What follows belongs to an exercise in optimizing a design on an open flow for small area, a short achievable clock period and few clock cycles per item; a production flow would make more cautious choices.
Only simulation tests tie the RTL to the original design; equivalence was not proved.
Power figures rest on the tool's default switching activity, not on a simulated workload.

job 101:
==> flow/design.v <==
module SHA1_hash (
    input              clk,
    input              nreset,
    input              start_hash,
    input      [31:0]  message_addr,
    input      [31:0]  message_size,
    output     [159:0] hash,
    output reg         done,
    input      [31:0]  port_A_data_out,
    output     [15:0]  port_A_addr
);
localparam [31:0] H0I = 32'h67452301, H1I = 32'hefcdab89, H2I = 32'h98badcfe,
                  H3I = 32'h10325476, H4I = 32'hc3d2e1f0;
localparam [31:0] K0 = 32'h5a827999, K1 = 32'h6ed9eba1, K2 = 32'h8f1bbcdc,
                  K3 = 32'hca62c1d6;
reg        run;         
reg        first;       
reg        lastblk;     
reg        past;        
reg [6:0]  t;           
reg [14:0] rq;          
reg [13:0] raddr;       
reg        c_inc;       
reg        c_ld;        
reg        c_ldw;       
reg        c_part;      
reg        c_len;       
reg        c_hupd;      
reg        c_hxa;       
reg        c_ldc;       
reg        c_ldb;       
reg        c_lda;       
reg [1:0]  c_k;         
reg        c_ch, c_maj; 
reg        c_fin;       
assign port_A_addr = {raddr, 2'b00};
wire start  = !run && !done && start_hash;
wire finish = run && c_fin;
wire run_n  = start || (run && !c_fin);
wire       first_n = !run || (first && t != 7'd81);
wire [6:0] tn = !run ? 7'd76 : (t == 7'd81) ? 7'd0 : t + 7'd1;
wire       ldn = (tn >= 7'd79) || (tn <= 7'd12);
always @(posedge clk or negedge nreset) begin
    if (!nreset) begin
        run    <= 1'b0;
        done   <= 1'b0;
        raddr  <= 14'd0;
        c_hupd <= 1'b0;
    end else begin
        run    <= run_n;
        c_hupd <= run_n && (tn >= 7'd76) && (tn <= 7'd80);
        if (finish)
            done <= 1'b1;
        if (start)
            raddr <= message_addr[15:2];
        else if (run && c_inc)
            raddr <= raddr + 14'd1;
    end
end
always @(posedge clk) begin
    t      <= tn;
    c_inc  <= (tn >= 7'd78) || (tn <= 7'd11);
    c_ld   <= ldn;
    c_ldw  <= run && (t >= 7'd78 || t <= 7'd11);
    c_part <= c_ld ? (rq == 15'd1) : (rq == 15'd0);
    c_len  <= (tn == 7'd12) && past;
    c_hxa  <= (tn >= 7'd79);
    c_ldc  <= (tn == 7'd79) || (tn == 7'd80);
    c_ldb  <= (tn == 7'd80);
    c_lda  <= (tn >= 7'd80);
    c_k    <= (tn <= 7'd16 || tn >= 7'd79) ? 2'd0 :
              (tn <= 7'd36) ? 2'd1 : (tn <= 7'd56) ? 2'd2 : 2'd3;
    c_ch   <= (tn <= 7'd18) || (tn == 7'd81);
    c_maj  <= (tn >= 7'd39) && (tn <= 7'd58);
    c_fin  <= (tn == 7'd80) && lastblk;
    first <= first_n;
    if (!run) begin
        rq      <= message_size[16:2];
        lastblk <= 1'b0;
        past    <= 1'b0;
    end else begin
        if (c_ld)
            rq <= rq - 15'd1;
        if (c_ld && c_part)
            past <= 1'b1;
        if (c_ld && c_len)
            lastblk <= 1'b1;
    end
end
wire [31:0] word_in = {port_A_data_out[7:0], port_A_data_out[15:8],
                       port_A_data_out[23:16], port_A_data_out[31:24]};
wire        w_full = !past && !c_part;
reg  [31:0] mword;
always @* begin
    if (w_full)
        mword = word_in;
    else if (c_part)
        case (message_size[1:0])
            2'd0: mword = 32'h80000000;
            2'd1: mword = {word_in[31:24], 24'h800000};
            2'd2: mword = {word_in[31:16], 16'h8000};
            default: mword = {word_in[31:8], 8'h80};
        endcase
    else if (c_len)
        mword = {12'd0, message_size[16:0], 3'b000};
    else
        mword = 32'd0;
end
reg  [31:0] W [0:15];
wire [31:0] wx = W[13] ^ W[8] ^ W[2] ^ W[0];
integer i;
always @(posedge clk) begin
    for (i = 0; i < 15; i = i + 1)
        W[i] <= W[i+1];
    W[15] <= c_ldw ? mword : {wx[30:0], wx[31]};
end
function [31:0] add32;
    input [31:0] x, y;
    reg [31:0] g, p, g2, p2;
    integer k, d;
    begin
        g = x & y;
        p = x ^ y;
        for (d = 1; d < 32; d = d * 2) begin
            g2 = g;
            p2 = p;
            for (k = 0; k < 32; k = k + 1)
                if (k & d) begin
                    g2[k] = g[k] | (p[k] & g[(k & ~(d - 1)) - 1]);
                    p2[k] = p[k] & p[(k & ~(d - 1)) - 1];
                end
            g = g2;
            p = p2;
        end
        add32 = x ^ y ^ {g[30:0], 1'b0};
    end
endfunction
reg [31:0] A, B, C, CK, Y, Z;
reg [31:0] Q0, Q1, Q2, Q3, Q4;
assign hash = {Q0, Q1, Q2, Q3, Q4};
wire [31:0] Br = {B[1:0], B[31:2]};    
reg [31:0] kz;
always @* begin
    case (c_k)
        2'd0: kz = K0;
        2'd1: kz = K1;
        2'd2: kz = K2;
        default: kz = K3;
    endcase
end
wire [31:0] fy = c_ch  ? ((A & Br) | (~A & C)) :
                 c_maj ? ((A & Br) | (A & C) | (Br & C)) :
                         (A ^ Br ^ C);
wire [31:0] hx = c_hxa ? A : {A[1:0], A[31:2]};
wire [31:0] hsum = add32(Q4, hx);
reg  [31:0] hinit;
always @* begin
    case (t[2:0])
        3'd4: hinit = H4I;    
        3'd5: hinit = H3I;
        3'd6: hinit = H2I;
        3'd7: hinit = H1I;
        default: hinit = H0I;  
    endcase
end
always @(posedge clk) begin
    Z <= add32(CK, W[15]);
    CK <= add32(c_ldc ? Q2 : Br, kz);
    Y <= add32(fy, Z);
    A <= c_lda ? Q0 : add32({A[26:0], A[31:27]}, Y);
    B <= c_ldb ? {Q1[29:0], Q1[31:30]} : A;
    C <= c_ldc ? Q2 : Br;
    if (c_hupd) begin
        Q0 <= first ? hinit : hsum;
        Q1 <= Q0;
        Q2 <= Q1;
        Q3 <= Q2;
        Q4 <= Q3;
    end
end
endmodule
clock: 6.0 ns
lec_check: 0
cap_margin: 20
core_margin: 2
core_utilization: 40
setup_slack_margin: 3.0
slew_margin: 20
standard.sh (not shown) runs the stock make flow with config.mk's settings and CLKGATE_MAP_FILE= SYNTH_SCRIPT=/design/flow/synth_recipe.tcl, a recipe that flattens the netlist after the stock synthesis.
==> flow/flow/run.sh <==
#!/bin/bash
# Own flow: the standard layout (standard.sh) with three changes:
# - synthesis maps adders without Yosys's full-adder extraction
#   (ADDER_MAP_FILE empty) and with a delay-driven ABC script
#   (flow/abc_speed.script, copied over ORFS's);
# - ports are buffered with a plain buffer instead of a delay buffer;
# - clock tree sinks are clustered in groups of up to 30, without dummy loads.
# Each step's output goes to a log file of its own here.
set -euo pipefail
W=$PWD
rm -rf "$W/scripts_own"
cp -r "$FLOW_HOME/scripts" "$W/scripts_own"
cp "$W/flow/abc_speed.script" "$W/scripts_own/abc_speed.script"
bash standard.sh SCRIPTS_DIR="$W/scripts_own" ADDER_MAP_FILE= synth > "$W/synth.log" 2>&1
bash standard.sh "BUFFER_PORTS_ARGS=-buffer_cell sky130_fd_sc_hd__buf_2" \
  "CTS_ARGS=-sink_clustering_enable -repair_clock_nets -sink_clustering_size 30 -sink_clustering_max_diameter 60 -buf_list sky130_fd_sc_hd__clkbuf_16 -dont_use_dummy_load" > "$W/layout.log" 2>&1
==> flow/flow/abc_speed.script <==
strash
dch
map -D 1800
buffer -c
upsize -c -D 1800
dnsize -c -D 1800
Testbench counts of job 101, summed over its fixed seeds: cycles 214,546, bytes 152,657.
## Diff of input files: job 102 against job 101
Settings: SETUP_SLACK_MARGIN now 3.25, was 3.0; TNS_END_PERCENT now 5, previously not set.
[summary]
- Looking at final critical-path required period, job 102 sits 0.075 ns lower than job 101 does.
- Job 101 → job 102: cell count of the worst reg-to-reg path rose 4; area growth from synthesis to layout rose 2.7 points; power share of the clock group fell 0.6 points.
- Job 101 -> job 102: fmax increased by a few percent
- | total length of routed met2 wires | lower: job 101 |
- When job 102 is measured against job 101, its total of plain and repair buffers excluding clock buffers turns out 38 higher.
- Power per standard cell area (lower): job 101
- Clock buffer count from CTS delta (job 102 -> job 101): insignificant
- Compared with job 101, job 102 is the more power-hungry design.
- Footprint of the multi-input gates (job 102 over job 101): increase, 480 um2
Setup changes, job 102 to job 103
Settings: CTS_CLUSTER_SIZE newly set to 30; CTS_CLUSTER_DIAMETER newly set to 60; PLACE_DENSITY newly set to 0.75; CORE_UTILIZATION changed from 40 to 55; TNS_END_PERCENT removed (was 5); SETUP_SLACK_MARGIN changed from 3.25 to 3.0.
--- a/flow/flow/run.sh
+++ b/flow/flow/run.sh
@@ -6,2 +6 @@
-# - ports are buffered with a plain buffer instead of a delay buffer;
-# - clock tree sinks are clustered in groups of up to 30, without dummy loads.
+# - ports are buffered with a plain buffer instead of a delay buffer.
@@ -15,2 +14 @@
-bash standard.sh "BUFFER_PORTS_ARGS=-buffer_cell sky130_fd_sc_hd__buf_2" \
-  "CTS_ARGS=-sink_clustering_enable -repair_clock_nets -sink_clustering_size 30 -sink_clustering_max_diameter 60 -buf_list sky130_fd_sc_hd__clkbuf_16 -dont_use_dummy_load" > "$W/layout.log" 2>&1
+bash standard.sh "BUFFER_PORTS_ARGS=-buffer_cell sky130_fd_sc_hd__buf_2" > "$W/layout.log" 2>&1
Job 103 closes out successfully: all stages finished, all timing, DRC and antenna checks passed.
In the tables for job 103 and job 102, via count reads higher with job 102.
Job 102 and job 103 ended up with roughly the same register area.
[job 103] post-layout worst setup margin fell 0.10 ns relative to job 102
Relative to job 102, the clock skew of job 103 is lower by 0.028 ns.
Job 103: critical path depth lower than job 102
Changes observed in job 103 relative to job 102: placeable core area shrank by about 28%; xor/xnor cell area share of the yosys netlist flat.
Job 103 — number of well taps 298 lower, job 102 as reference
Job 102 has lower clock share of power than job 103.
The source-to-sink clock delay at the later pin of the worst-skew pair number comes out higher for job 103 vs job 102.
Edits applied to the flow inputs when going from job 103 to job 104:
Settings: CTS_CLUSTER_DIAMETER no longer set, was 60; TNS_END_PERCENT now 10, previously not set; PLACE_DENSITY no longer set, was 0.75; CORE_UTILIZATION now 40, was 55; CTS_CLUSTER_SIZE no longer set, was 30.
--- a/flow/flow/run.sh
+++ b/flow/flow/run.sh
@@ -6 +6,3 @@
-# - ports are buffered with a plain buffer instead of a delay buffer.
+# - ports are buffered with a plain buffer instead of a delay buffer;
+# - clock tree sinks are clustered in groups of up to 30 flip-flops at most
+#   80 um across, without dummy loads.
@@ -14 +16,2 @@
-bash standard.sh "BUFFER_PORTS_ARGS=-buffer_cell sky130_fd_sc_hd__buf_2" > "$W/layout.log" 2>&1
+bash standard.sh "BUFFER_PORTS_ARGS=-buffer_cell sky130_fd_sc_hd__buf_1" \
+  "CTS_ARGS=-sink_clustering_enable -repair_clock_nets -sink_clustering_size 30 -sink_clustering_max_diameter 80 -buf_list sky130_fd_sc_hd__clkbuf_16 -dont_use_dummy_load" > "$W/layout.log" 2>&1
==> comparison <==
- Summary of job 104 over job 103: area of placed instances closely matched the old numbers, total power of the final layout decreased by 0.92 mW relative to the old numbers, met1 track demand over resource decreased by 8.5 points relative to the old numbers, wire length of the first global-routing pass increased by about 3.7% relative to the old numbers, net switching power of the design decreased by 0.47 mW relative to the old numbers.
- Job 103 has a higher global-route track usage on met2 than job 104.
- For the sequential portion of the cell area, job 104 came in 1.1 points higher than job 103 did.

## port drivers added, routing unchanged
How much do the figures lean on ideal ports? The routed layouts below were timed once more, with nothing changed but the port constraints.
Step 1, drivers: a clkbuf_16 drives clk and a buf_2 each remaining input, both assumed.
Step 2, shift: input delay + t, output delay - t, t = (earliest + latest rising clock arrival at the registers) / 2. This alone moves slack from input paths to output paths.
a / b / c = ideal / step 1 / step 2; a / b = the first two.
| run | shift t [ns] | setup WS [ns] | hold WS [ns] | cell pins on the clock port's net |
|---|---|---|---|---|
| job 101 | 0.654 | 3.103 / 3.103 / 2.942 | 0.290 / 0.290 / 0.290 | 1 |
| job 102 | 0.657 | 3.178 / 3.178 / 2.945 | 0.290 / 0.290 / 0.290 | 1 |
| job 103 | 0.700 | 3.074 / 3.074 / 3.001 | 0.305 / 0.305 / 0.305 | 1 |
| job 104 | 0.637 | 3.016 / 3.016 / 2.892 | 0.290 / 0.290 / 0.290 | 1 |
After both steps every run listed still meets setup and hold. For job 102, which loses most, drivers alone change the setup slack by 0.000 ns; drivers and shift together by -0.233 ns.
